From an optimization exercise on the open Yosys and OpenROAD flow, aimed at small area, a short achievable clock period and few clock cycles per item; shortcuts taken in it are not production practice.
Only simulation tests tie the RTL to the original design; equivalence was not proved.

==> flow/design.v (excerpt) <==
module systolic_array_integration #(
    parameter DATA_WIDTH = 32,
    parameter M = 3
) (
    input  wire clk,
    input  wire reset,
    input  wire start,
    input  wire [M-1:0]              s_valid_w,
    output wire [M-1:0]              s_ready_w,
    input  wire [M*DATA_WIDTH-1:0]   s_data_w,
    input  wire [M-1:0]              s_valid_a,
    output wire [M-1:0]              s_ready_a,
    input  wire [M*DATA_WIDTH-1:0]   s_data_a,
    output wire [M*M*DATA_WIDTH-1:0] result_out,
    output reg done
);
    wire [M-1:0] hvn_w, hvn_a;
    wire [31:0]  hn_w [0:M-1];
    wire [31:0]  hn_w_unused [0:M-1];
    wire [31:0]  hn_a_unused [0:M-1];
    wire [31:0]  ha [0:M-1];
    wire [15:0]  one [0:M-1];    
    wire [15:0]  two [0:M-1];    
    wire [15:0]  neg [0:M-1];
    reg  [1:0] step;       
    reg        fire;       
    reg        started;
    wire       fire_next = (&hvn_w) & (&hvn_a);
    genvar i, j;
    generate
        for (i = 0; i < M; i = i + 1) begin : lane
            sync_fifo wq (
                .clk(clk), .reset(reset),
                .s_valid(s_valid_w[i]), .s_ready(s_ready_w[i]),
                .s_data(s_data_w[i*32 +: 32]),
                .pop(fire), .hv_next(hvn_w[i]), .head_next(hn_w[i]),
                .head(hn_w_unused[i]));
            sync_fifo aq (
                .clk(clk), .reset(reset),
                .s_valid(s_valid_a[i]), .s_ready(s_ready_a[i]),
                .s_data(s_data_a[i*32 +: 32]),
                .pop(fire), .hv_next(hvn_a[i]), .head_next(hn_a_unused[i]),
                .head(ha[i]));
            skid_buffer enc (
                .clk(clk), .en(fire_next), .w(hn_w[i]),
                .one(one[i]), .two(two[i]), .neg(neg[i]));
        end
  ...
clock: 12.0 ns
lec_check: 0
cap_margin: 70
core_margin: 2
core_utilization: 40
slew_margin: 70
synth_hierarchical: 1
run.sh (not shown) runs the stock make flow with config.mk's settings and CLKGATE_MAP_FILE= SYNTH_SCRIPT=/design/flow/synth_recipe.tcl, a recipe that flattens the netlist after the stock synthesis.
Testbench counts at the start, summed over its fixed seeds: cycles 3,360, items 480.
Edit:
--- a/flow/design.v
+++ b/flow/design.v
@@ -1,15 +1,15 @@
 module PE (
     input  wire        clk,
     input  wire        reset,
     input  wire [31:0] a,       
-    input  wire [15:0] one,     
-    input  wire [15:0] two,     
-    input  wire [15:0] neg,     
+    input  wire [31:0] w,       
     output reg  [31:0] result
 );
+  wire [15:0] one, two, neg;
+  skid_buffer booth (.w(w), .one(one), .two(two), .neg(neg));
   reg  [31:0] acc0;
   reg  [30:0] acc1;
   reg  [30:0] acc2;
   reg  [9:0] acc_x;
   wire [30:0] ar0 = acc0[30:0];
   wire [30:0] ar1 = acc1;
@@ -850,50 +850,46 @@
   wire cp79 = cp63 & cp56;
   wire cg80 = cg64 | (rp[31] & cg56);
   wire [31:0] sum = rp ^ {cg79, cg78, cg77, cg76, cg75, cg74, cg73, cg72, cg71, cg70, cg69, cg68, cg67, cg66, cg65, cg56, cg55, cg54, cg53, cg52, cg51, cg50, cg49, cg36, cg35, cg34, cg33, cg18, cg17, cg1, rg[0], 1'b0};
   always @(posedge clk) result <= sum;
 endmodule
 module skid_buffer (
-    input  wire        clk,
-    input  wire        en,
     input  wire [31:0] w,
-    output reg  [15:0] one,
-    output reg  [15:0] two,
-    output reg  [15:0] neg
+    output wire [15:0] one,
+    output wire [15:0] two,
+    output wire [15:0] neg
 );
     wire [32:0] wx = {w, 1'b0};
-    integer i;
-    always @(posedge clk) begin
-        for (i = 0; i < 16; i = i + 1) begin
-            one[i] <= en & (wx[2*i+1] ^ wx[2*i]);
-            two[i] <= en & ((wx[2*i+2] & ~wx[2*i+1] & ~wx[2*i]) | (~wx[2*i+2] & wx[2*i+1] & wx[2*i]));
-            neg[i] <= wx[2*i+2] & ~(wx[2*i+1] & wx[2*i]);
+    genvar i;
+    generate
+        for (i = 0; i < 16; i = i + 1) begin : dig
+            assign one[i] = wx[2*i+1] ^ wx[2*i];
+            assign two[i] = (wx[2*i+2] & ~wx[2*i+1] & ~wx[2*i]) | (~wx[2*i+2] & wx[2*i+1] & wx[2*i]);
+            assign neg[i] = wx[2*i+2] & ~(wx[2*i+1] & wx[2*i]);
         end
-    end
+    endgenerate
 endmodule
 module sync_fifo (
     input  wire        clk,
     input  wire        reset,
     input  wire        s_valid,
     output wire        s_ready,
     input  wire [31:0] s_data,
     input  wire        pop,
     output wire        hv_next,
-    output wire        hold,
     output wire [31:0] head_next,
     output wire [31:0] head
 );
     reg [1:0]  taken;    
     reg [1:0]  n;        
     reg [31:0] q0, q1, q2;
     assign s_ready = (taken != 2'd3);
     wire       push   = s_valid & s_ready;
     wire [1:0] m      = n - {1'b0, pop};    
     wire [1:0] n_next = m + {1'b0, push};
-    assign hold      = n[1] | (n[0] & ~pop);    
-    assign hv_next   = push | hold;              
+    assign hv_next   = push | n[1] | (n[0] & ~pop);    
     assign head_next = (push && m == 2'd0) ? s_data : (pop ? q1 : q0);
     assign head      = q0;
     always @(posedge clk or posedge reset) begin
         if (reset) begin
             taken <= 2'd0;
             n     <= 2'd0;
@@ -927,15 +923,13 @@
 );
     wire [M-1:0] hvn_w, hvn_a;
     wire [31:0]  hn_w [0:M-1];
     wire [31:0]  hn_w_unused [0:M-1];
     wire [31:0]  hn_a_unused [0:M-1];
     wire [31:0]  ha [0:M-1];
-    wire [15:0]  one [0:M-1];    
-    wire [15:0]  two [0:M-1];    
-    wire [15:0]  neg [0:M-1];
+    wire [31:0]  wg [0:M-1];    
     reg  [1:0] step;       
     reg        fire;       
     reg        started;
     wire       fire_next = (&hvn_w) & (&hvn_a);
     genvar i, j;
     generate
@@ -949,22 +943,22 @@
             sync_fifo aq (
                 .clk(clk), .reset(reset),
                 .s_valid(s_valid_a[i]), .s_ready(s_ready_a[i]),
                 .s_data(s_data_a[i*32 +: 32]),
                 .pop(fire), .hv_next(hvn_a[i]), .head_next(hn_a_unused[i]),
                 .head(ha[i]));
-            skid_buffer enc (
-                .clk(clk), .en(fire_next), .w(hn_w[i]),
-                .one(one[i]), .two(two[i]), .neg(neg[i]));
+            reg [31:0] wstep;
+            always @(posedge clk) wstep <= fire_next ? hn_w[i] : 32'd0;
+            assign wg[i] = wstep;
         end
         for (i = 0; i < M; i = i + 1) begin : row
             for (j = 0; j < M; j = j + 1) begin : col
                 PE pe_unit (
                     .clk(clk), .reset(reset),
                     .a(ha[i]),
-                    .one(one[j]), .two(two[j]), .neg(neg[j]),
+                    .w(wg[j]),
                     .result(result_out[(i*M+j)*32 +: 32]));
             end
         end
     endgenerate
     always @(posedge clk or posedge reset) begin
         if (reset) begin
What happened:
- wire length came out lower by a little under a tenth
- count of clock-buffer cells in the layout came out lower by 31
- setup slack degrades by 0.16 ns
- synthesized area hardly moves
- non-clock buffer count came out lower by 48
- hold slack degrades by 0.011 ns
- core utilization came out lower by 0.55 points
- register-to-register slack degrades by 0.42 ns
- die area barely changes
- via count came out lower by a few percent
- maximum frequency came out lower by a few percent
- clock skew came out lower by 0.0072 ns
Testbench counts after the change, summed over its fixed seeds: cycles 3,360, items 480.

## the reference run
Another version of the RTL of systolic_array_integration (not shown whole).
Size in the first run: about 18,000 cells after synthesis, about 500 I/O pins.
==> module sync_fifo, before the edit <==
module sync_fifo #(
    parameter OWN_HEAD = 1
) (
    input  wire        clk,
    input  wire        reset,
    input  wire        s_valid,
    output wire        s_ready,
    input  wire [31:0] s_data,
    input  wire        pop,
    output wire        hv_next,
    output wire        hold,
    output wire [31:0] head_next,
    input  wire [31:0] head_in
);
    reg [1:0]  taken;    
    reg        ready;    
    reg [1:0]  n;        
    reg [31:0] q1, q2;
    wire [31:0] q0;          
    assign s_ready = ready;
    wire       push   = s_valid & (taken != 2'd3);    
    wire [1:0] m      = n - {1'b0, pop};    
    wire [1:0] n_next = m + {1'b0, push};
    assign hold      = n[1] | (n[0] & ~pop);    
    assign hv_next   = push | hold;              
    assign head_next = (push && m == 2'd0) ? s_data : (pop ? q1 : q0);
    always @(posedge clk or posedge reset) begin
        if (reset) begin
            taken <= 2'd0;
            ready <= 1'b1;
            n     <= 2'd0;
        end else begin
            if (push) taken <= taken + 2'd1;
            ready <= ~((taken == 2'd3) | (push & (taken == 2'd2)));
            n <= n_next;
        end
    end
    generate
        if (OWN_HEAD) begin : own
            reg [31:0] h;
            always @(posedge clk) h <= head_next;
            assign q0 = h;
        end else begin : ext
            assign q0 = head_in;
        end
    endgenerate
    always @(posedge clk) begin
        if (push && m == 2'd1)  q1 <= s_data;
        else if (pop)           q1 <= q2;
        if (push && m == 2'd2)  q2 <= s_data;
    end
endmodule
==> module systolic_array_integration, before the edit <==
module systolic_array_integration #(
    parameter DATA_WIDTH = 32,
    parameter M = 3
) (
    input  wire clk,
    input  wire reset,
    input  wire start,
    input  wire [M-1:0]              s_valid_w,
    output wire [M-1:0]              s_ready_w,
    input  wire [M*DATA_WIDTH-1:0]   s_data_w,
    input  wire [M-1:0]              s_valid_a,
    output wire [M-1:0]              s_ready_a,
    input  wire [M*DATA_WIDTH-1:0]   s_data_a,
    output wire [M*M*DATA_WIDTH-1:0] result_out,
    output reg done
);
    wire [M-1:0] hvn_w, hvn_a;
    wire [M-1:0] hold_unused_w, hold_unused_a;
    wire [31:0]  hn_w [0:M-1];    
    wire [31:0]  hn_a [0:M-1];
    wire [31:0]  ha   [0:M-1];    
    wire [5:0]   hv_cell = {hvn_w, hvn_a} & {6{~reset}};
    reg  [1:0] step;       
    reg        fire;       
    reg        started;
    genvar i, j;
    generate
        for (i = 0; i < M; i = i + 1) begin : lane
            sync_fifo #(.OWN_HEAD(1)) wq (
                .clk(clk), .reset(reset),
                .s_valid(s_valid_w[i]), .s_ready(s_ready_w[i]),
                .s_data(s_data_w[i*32 +: 32]),
                .pop(fire), .hv_next(hvn_w[i]), .hold(hold_unused_w[i]),
                .head_next(hn_w[i]), .head_in(32'd0));
            sync_fifo #(.OWN_HEAD(0)) aq (
                .clk(clk), .reset(reset),
                .s_valid(s_valid_a[i]), .s_ready(s_ready_a[i]),
                .s_data(s_data_a[i*32 +: 32]),
                .pop(fire), .hv_next(hvn_a[i]), .hold(hold_unused_a[i]),
                .head_next(hn_a[i]), .head_in(ha[i]));
        end
        for (i = 0; i < M; i = i + 1) begin : row
            for (j = 0; j < M; j = j + 1) begin : col
                wire [31:0] a_now;
                PE pe_unit (
                    .clk(clk), .reset(reset),
                    .a_next(hn_a[i]),
                    .hv_next(hv_cell), .w_next(hn_w[j]),
                    .a_now(a_now),
                    .result(result_out[(i*M+j)*32 +: 32]));
                if (j == 0) begin : head
                    assign ha[i] = a_now;
                end
            end
        end
    endgenerate
    always @(posedge clk or posedge reset) begin
        if (reset) begin
            step    <= 2'd0;
            fire    <= 1'b0;
            started <= 1'b0;
            done    <= 1'b0;
        end else begin
            fire <= &hv_cell;
            if (fire) step <= step + 2'd1;
            if (start) started <= 1'b1;
            if ((start | started) && step == 2'd3)
                done <= 1'b1;
        end
    end
endmodule
==> flow/config.mk <==
export PLATFORM = sky130hd
export DESIGN_NAME = systolic_array_integration
export DESIGN_NICKNAME = systolic_array_integration
export VERILOG_FILES = /design/flow/design.v
export SDC_FILE = /design/flow/constraint.sdc
export NUM_CORES = 4
export LEC_CHECK = 0
export CAP_MARGIN = 70
export CORE_MARGIN = 2
export CORE_UTILIZATION = 60
export CTS_BUF_LIST = sky130_fd_sc_hd__clkbuf_16
export CTS_CLUSTER_DIAMETER = 80
export CTS_CLUSTER_SIZE = 25
export PLACE_DENSITY = 0.75
export SLEW_MARGIN = 70
export SYNTH_HIERARCHICAL = 1
==> flow/constraint.sdc <==
create_clock -name core_clock -period 12.0 [get_ports {clk}]
set_input_delay 2.4000 -clock core_clock [delete_from_list [all_inputs] [get_ports {clk}]]
set_output_delay 2.4000 -clock core_clock [all_outputs]
set_load 0.01 [all_outputs]
standard.sh (not shown) runs the stock make flow with config.mk's settings and CLKGATE_MAP_FILE= SYNTH_SCRIPT=/design/flow/synth_recipe.tcl, a recipe that flattens the netlist after the stock synthesis.
==> flow/flow/run.sh <==
#!/bin/bash
# Layout flow: the standard layout (standard.sh, all ORFS steps from
# synthesis to the routed layout), except that the input and output port
# buffers are inserted as sky130_fd_sc_hd__buf_4 rather than the flow's
# default choice. Every port still gets its own buffer.
set -euo pipefail
export BUFFER_PORTS_ARGS="-buffer_cell sky130_fd_sc_hd__buf_4"
bash standard.sh > standard_flow.log 2>&1
The reference run | status: complete | timing, DRC, antenna: pass
Testbench counts of the reference run, summed over its fixed seeds: cycles 3,360, items 480.
Here is what was changed in the inputs of the trial run compared with the reference run.
--- a/flow/design.v
+++ b/flow/design.v
@@ -881,19 +881,20 @@
     input  wire        clk,
     input  wire        reset,
     input  wire        s_valid,
     output wire        s_ready,
     input  wire [31:0] s_data,
-    input  wire        pop,
+    input  wire        pop_next,    
     output wire        hv_next,
     output wire        hold,
     output wire [31:0] head_next,
     input  wire [31:0] head_in
 );
     reg [1:0]  taken;    
     reg        ready;    
     reg [1:0]  n;        
+    reg        pop;      
     reg [31:0] q1, q2;
     wire [31:0] q0;          
     assign s_ready = ready;
     wire       push   = s_valid & (taken != 2'd3);    
     wire [1:0] m      = n - {1'b0, pop};    
@@ -904,14 +905,16 @@
     always @(posedge clk or posedge reset) begin
         if (reset) begin
             taken <= 2'd0;
             ready <= 1'b1;
             n     <= 2'd0;
+            pop   <= 1'b0;
         end else begin
             if (push) taken <= taken + 2'd1;
             ready <= ~((taken == 2'd3) | (push & (taken == 2'd2)));
             n <= n_next;
+            pop <= pop_next;
         end
     end
     generate
         if (OWN_HEAD) begin : own
             reg [31:0] h;
@@ -957,17 +960,17 @@
         for (i = 0; i < M; i = i + 1) begin : lane
             sync_fifo #(.OWN_HEAD(1)) wq (
                 .clk(clk), .reset(reset),
                 .s_valid(s_valid_w[i]), .s_ready(s_ready_w[i]),
                 .s_data(s_data_w[i*32 +: 32]),
-                .pop(fire), .hv_next(hvn_w[i]), .hold(hold_unused_w[i]),
+                .pop_next(&hv_cell), .hv_next(hvn_w[i]), .hold(hold_unused_w[i]),
                 .head_next(hn_w[i]), .head_in(32'd0));
             sync_fifo #(.OWN_HEAD(0)) aq (
                 .clk(clk), .reset(reset),
                 .s_valid(s_valid_a[i]), .s_ready(s_ready_a[i]),
                 .s_data(s_data_a[i*32 +: 32]),
-                .pop(fire), .hv_next(hvn_a[i]), .hold(hold_unused_a[i]),
+                .pop_next(&hv_cell), .hv_next(hvn_a[i]), .hold(hold_unused_a[i]),
                 .head_next(hn_a[i]), .head_in(ha[i]));
         end
         for (i = 0; i < M; i = i + 1) begin : row
             for (j = 0; j < M; j = j + 1) begin : col
                 wire [31:0] a_now;
Results
NOTE: number of buffers created by CTS in the trial run falls short of that of the reference run. Sort the trial run and the reference run by final wirelength, ascending, and the trial run comes first. Between the trial run and the reference run, the difference in cell area after synthesis is negligible. The number of nets produced by synthesis of the reference run and that of the trial run are within noise of each other. Total of clock buffers placed in the layout ended up about 2.4% lower on the trial run than on the reference run. TritonCTS sink count of the reference run is on par with the trial run.
Testbench counts of the trial run, summed over its fixed seeds: cycles 3,360, items 480.

## main
systolic_array_integration again, from the RTL that the note above started with.
==> flow/config.mk <==
export PLATFORM = sky130hd
export DESIGN_NAME = systolic_array_integration
export DESIGN_NICKNAME = systolic_array_integration
export VERILOG_FILES = /design/flow/design.v
export SDC_FILE = /design/flow/constraint.sdc
export NUM_CORES = 4
export LEC_CHECK = 0
export CAP_MARGIN = 70
export CORE_MARGIN = 2
export CORE_UTILIZATION = 60
export PLACE_DENSITY = 0.75
export SLEW_MARGIN = 70
export SYNTH_HIERARCHICAL = 1
==> flow/constraint.sdc <==
create_clock -name core_clock -period 12.0 [get_ports {clk}]
set_input_delay 2.4000 -clock core_clock [delete_from_list [all_inputs] [get_ports {clk}]]
set_output_delay 2.4000 -clock core_clock [all_outputs]
set_load 0.01 [all_outputs]
Scripts as last shown in full above: flow/flow/run.sh
main completed; timing, DRC and antenna clean
Testbench counts of main, summed over its fixed seeds: cycles 3,360, items 480.
> inputs changed (main -> the feature branch)
--- a/flow/design.v
+++ b/flow/design.v
@@ -905,12 +905,14 @@
         if (reset) begin
             taken <= 2'd0;
             ready <= 1'b1;
             n     <= 2'd0;
         end else begin
-            if (push) taken <= taken + 2'd1;
-            ready <= ~((taken == 2'd3) | (push & (taken == 2'd2)));
+            if (push) begin
+                taken <= taken + 2'd1;
+                ready <= (taken != 2'd2);
+            end
             n <= n_next;
         end
     end
     generate
         if (OWN_HEAD) begin : own
--- outcome ---
- The feature branch: all stages complete, timing, DRC and antenna checks passed
- Compared to main, the feature branch has clock-buffer cell count 0.77% higher.
- Compared to main, the routing of the feature branch uses less wire.
- Diff main -> the feature branch: wire length the detailed router placed on met1 dropped about 2.7%; inverter count of the layout excluding clock inverters went up by 1.0%; total cell area at the placement stage closely matched the old numbers; cell area after layout shows no meaningful change.
- First-iteration DRC count in the feature branch is 320 below main.
- Taking main as the reference, in the feature branch amount of wire on met3 after detailed routing decreased by about 12% relative to the old numbers.
- Cell count of the feature branch is on par with main.
- Per the comparison of the feature branch with main, worst hold slack now sits at about the same level, mean cell area of the mapped netlist now sits lower, all-layer global routing usage now sits lower.
Testbench counts of the feature branch, summed over its fixed seeds: cycles 3,360, items 480.

-- separate check: timing with driven ports --
How much do the figures lean on ideal ports? The routed layouts below were timed once more, with nothing changed but the port constraints. Step 1, drivers: a clkbuf_16 drives clk and a buf_2 each remaining input, both assumed. Step 2, shift: input delay + t, output delay - t, t = (earliest + latest rising clock arrival at the registers) / 2. This alone moves slack from input paths to output paths. Three values: ideal ports, drivers, drivers and shift; two values: the first two.
run | shift t [ns] | setup WS [ns] | hold WS [ns] | worst register clock-pin slew, ns | pins driven straight from the clock port
the first run of note 1 | 1.103 | 7.115 / 6.990 / 6.824 | 0.378 / 0.378 / 0.378 | 0.08 / 0.08 | 1
the second run of note 1 | 1.097 | 6.960 / 6.907 / 6.960 | 0.367 / 0.367 / 0.367 | 0.08 / 0.08 | 1
the reference run | 1.030 | 7.688 / 7.572 / 6.984 | 0.382 / 0.382 / 0.382 | 0.11 / 0.11 | 1
the trial run | 1.030 | 7.809 / 7.694 / 6.922 | 0.376 / 0.376 / 0.376 | 0.10 / 0.10 | 1
main | 1.048 | 7.683 / 7.573 / 6.863 | 0.373 / 0.373 / 0.373 | 0.07 / 0.07 | 1
the feature branch | 1.053 | 7.793 / 7.678 / 7.072 | 0.375 / 0.375 / 0.375 | 0.08 / 0.08 | 1
After both steps setup and hold are still met in every run listed. The setup slack of the trial run, which loses most, moves by -0.115 ns with the drivers and by -0.887 ns with both steps.
